This is an optimization exercise on Yosys and OpenROAD, whose aim is small area, a short achievable clock period and few clock cycles, not a production implementation. RTL that was checked went through simulation tests only; none was proved equivalent to the original.

## goldschmidt_divider_q4_4
module goldschmidt_divider_q4_4 (
    input  wire       clk,
    input  wire       rst_n,
    input  wire       start,
    input  wire [7:0] numerator,
    input  wire [7:0] denominator,
    output wire [7:0] quotient,
    output reg        valid,
    output reg        error
);
Size in the first run: about 83 flip-flops, about 29 I/O pins, ~0.0094 mm2 of cells after synthesis.
Settings: LEC_CHECK=0, ABC_AREA=1, CAP_MARGIN=20, CORE_MARGIN=2, CORE_UTILIZATION=40, SETUP_SLACK_MARGIN=1.5, SLEW_MARGIN=20; clock period 8.0 ns.
standard.sh (not shown) runs the stock make flow with config.mk's settings and CLKGATE_MAP_FILE= SYNTH_SCRIPT=/design/flow/synth_recipe.tcl, a recipe that flattens the netlist after the stock synthesis.
==> flow/flow/run.sh <==
#!/bin/bash
set -euo pipefail
bash standard.sh MATCH_CELL_FOOTPRINT=0 'BUFFER_PORTS_ARGS=-buffer_cell sky130_fd_sc_hd__buf_2' finish > standard.log 2>&1
Rerun with:
--- a/flow/design.v
+++ b/flow/design.v
@@ -677,17 +677,17 @@
         sb    <= usespa ? 2'd3 : s3;
         sg    <= sgna;
         error <= dza;
     end
     wire [6:0]  n3c = {yha, 1'b1} + {yhb, cy};    
     wire [11:0] n3  = {n3c[6:1], n3lo};
     wire [5:0]  n3s = (sb == 2'd0) ? n3[11:6] :
                       (sb == 2'd1) ? {1'b0, n3[11:7]} :
                       (sb == 2'd2) ? {2'b0, n3[11:8]} : 6'd0;
+    wire [12:0] n4  = {1'b0, n3} + {7'd0, n3s};
     wire [6:0]  ph = 7'd1 << pb;
-    wire [14:0] v = ({3'd0, n3} ^ {15{sg}}) + ({9'd0, n3s} ^ {15{sg}}) +
-                    {8'd0, ph} + {14'd0, sg};
-    assign quotient = ({8{ph[0]}} & v[8:1])  | ({8{ph[1]}} & v[9:2])  |
-                      ({8{ph[2]}} & v[10:3]) | ({8{ph[3]}} & v[11:4]) |
-                      ({8{ph[4]}} & v[12:5]) | ({8{ph[5]}} & v[13:6]) |
-                      ({8{ph[6]}} & v[14:7]);
+    wire [8:0]  t = ({9{ph[0]}} & n4[8:0])  | ({9{ph[1]}} & n4[9:1])  |
+                    ({9{ph[2]}} & n4[10:2]) | ({9{ph[3]}} & n4[11:3]) |
+                    ({9{ph[4]}} & n4[12:4]) | ({9{ph[5]}} & {1'b0, n4[12:5]}) |
+                    ({9{ph[6]}} & {2'b0, n4[12:6]});
+    assign quotient = (t[8:1] ^ {8{sg}}) + {7'd0, t[0] ^ sg};
 endmodule
After rerunning:
- The changed run produced a clean layout
- non-clock buffer count decreases by 10
- worst hold slack gains 3.6 ps
- utilization increases by 0.81 points
- worst setup slack gains 220 ps
- synthesized cell count decreases by 4.7%
Testbench counts after the change, summed over its fixed seeds: cycles 32,000.
Function not checked in the first run of this note: the RTL went through the layout flow alone.

========
== run a ==
Another version of the RTL of goldschmidt_divider_q4_4 (not shown whole).
Size: about 1600 cells after synthesis, about 67 flip-flops, ~29 I/O pins, roughly 10000 um^2 of cells after synthesis.
export LEC_CHECK = 0
export ABC_AREA = 1
export CAP_MARGIN = 20
export CORE_MARGIN = 2
export CORE_UTILIZATION = 40
export SETUP_SLACK_MARGIN = 1.5
export SLEW_MARGIN = 20
create_clock -name core_clock -period 8.0 [get_ports {clk}]
Scripts as last shown in full above: flow/flow/run.sh
Run a completed; timing, DRC and antenna clean
Testbench counts of run a, summed over its fixed seeds: cycles 32,000.
Changes in run b relative to run a:
-- flow/design.v --
<<< run a, line 196
    wire dz0   = (denominator == 8'd0);
    wire eq0   = (nr0 == dr0);
    wire d160  = (dr0 == 8'h10);
    wire d1280 = (denominator == 8'h80);
    reg [7:0] spec0;
>>> run b, line 196
    wire dz0   = (denominator == 8'd0);
    wire eq0   = (nr0 == dr0);
    wire d160  = (dr0 == 8'h10) & nr0[7];
    wire d1280 = (denominator == 8'h80);
    reg [7:0] spec0;
<<< run a, line 202
        if (dz0)       spec0 = 8'h00;
        else if (eq0)  spec0 = 8'h10;
        else if (d160) spec0 = nr0;
        else           spec0 = rom0;
    end
>>> run b, line 202
        if (dz0)       spec0 = 8'h00;
        else if (eq0)  spec0 = 8'h10;
        else if (d160) spec0 = 8'h80;
        else           spec0 = rom0;
    end
<<< run a, line 453
    reg [11:0] ysb, ycb;
    reg        c8b, sg;
    reg [6:0]  ph;
    reg [1:0]  sb;
    always @(posedge clk) begin
>>> run b, line 453
    reg [11:0] ysb, ycb;
    reg        c8b, sg;
    reg [2:0]  pb;
    reg [1:0]  sb;
    always @(posedge clk) begin
<<< run a, line 459
        ycb   <= usespa ? 12'd0 : y_b[19:8];
        c8b   <= ~usespa & ylo[8];
        ph    <= usespa ? 7'd1 : (7'd1 << pa);
        sb    <= usespa ? 2'd3 : s3;
        sg    <= sgna;
        error <= dza;
    end
    wire [11:0] n3 = ysb + ycb + {11'd0, c8b};
    wire [11:0] n3s = (sb == 2'd0) ? {6'd0, n3[11:6]} :
                      (sb == 2'd1) ? {7'd0, n3[11:7]} :
                      (sb == 2'd2) ? {8'd0, n3[11:8]} : 12'd0;
    wire [14:0] v = ({3'd0, n3} ^ {15{sg}}) + ({3'd0, n3s} ^ {15{sg}}) +
                    {8'd0, ph} + {14'd0, sg};
    assign quotient = ({8{ph[0]}} & v[8:1])  | ({8{ph[1]}} & v[9:2])  |
                      ({8{ph[2]}} & v[10:3]) | ({8{ph[3]}} & v[11:4]) |
                      ({8{ph[4]}} & v[12:5]) | ({8{ph[5]}} & v[13:6]) |
                      ({8{ph[6]}} & v[14:7]);
endmodule
>>> run b, line 459
        ycb   <= usespa ? 12'd0 : y_b[19:8];
        c8b   <= ~usespa & ylo[8];
        pb    <= usespa ? 3'd0 : pa;
        sb    <= usespa ? 2'd3 : s3;
        sg    <= sgna;
        error <= dza;
    end
    wire [11:0] n3  = ysb + ycb + {11'd0, c8b};
    wire [5:0]  n3s = (sb == 2'd0) ? n3[11:6] :
                      (sb == 2'd1) ? {1'b0, n3[11:7]} :
                      (sb == 2'd2) ? {2'b0, n3[11:8]} : 6'd0;
    wire [12:0] n4  = {1'b0, n3} + {7'd0, n3s};
    wire [6:0]  ph = 7'd1 << pb;
    wire [8:0]  t = ({9{ph[0]}} & n4[8:0])  | ({9{ph[1]}} & n4[9:1])  |
                    ({9{ph[2]}} & n4[10:2]) | ({9{ph[3]}} & n4[11:3]) |
                    ({9{ph[4]}} & n4[12:4]) | ({9{ph[5]}} & {1'b0, n4[12:5]}) |
                    ({9{ph[6]}} & {2'b0, n4[12:6]});
    assign quotient = (t[8:1] ^ {8{sg}}) + {7'd0, t[0] ^ sg};
endmodule
==> comparison <==
Run b vs run a — cell area after synthesis dropped by a few percent
Logic depth of the worst path, buffers included (run b vs. run a) increases by a little under 10%
Status: latest clock arrival within the worst-skew pair parity (run b, run a)
Run a has higher die area than run b.
Compare run a and run b | via count normalized by instance count higher: run a
Run b — cell area about 2% lower, run a as reference
For run b, only the layout was checked, not whether the RTL still works.

==> port drivers added, routing unchanged <==
The results above use ideal ports. As a check the final layouts listed here were re-extracted and re-timed, cells and wires unchanged. Step 1 (the two cells are an assumption about what drives the block):
set clk [get_ports {clk}]
set_driving_cell -lib_cell sky130_fd_sc_hd__clkbuf_16 $clk
set_driving_cell -lib_cell sky130_fd_sc_hd__buf_2 [delete_from_list [all_inputs] $clk]
Step 2, shift: input delay + t, output delay - t, t = (earliest + latest rising clock arrival at the registers) / 2. This alone moves slack from input paths to output paths. a / b / c = ideal ports / drivers / drivers and shift; a / b = the first two.
run | t, ns | setup WS [ns] | worst setup path after step 2 | worst register clock-pin slew, ns | cell pins on the clock port's net
the first run of note 1 | 0.383 | 1.426 / 1.385 / 1.767 | register to output | 0.07 / 0.07 | 1
the second run of note 1 | 0.382 | 1.647 / 1.606 / 1.828 | register to register | 0.07 / 0.07 | 1
run a | 0.361 | 1.738 / 1.696 / 1.949 | register to register | 0.06 / 0.06 | 1
run b | 0.365 | 1.560 / 1.517 / 1.883 | register to output | 0.06 / 0.06 | 1
After both steps every run listed still meets setup and hold.
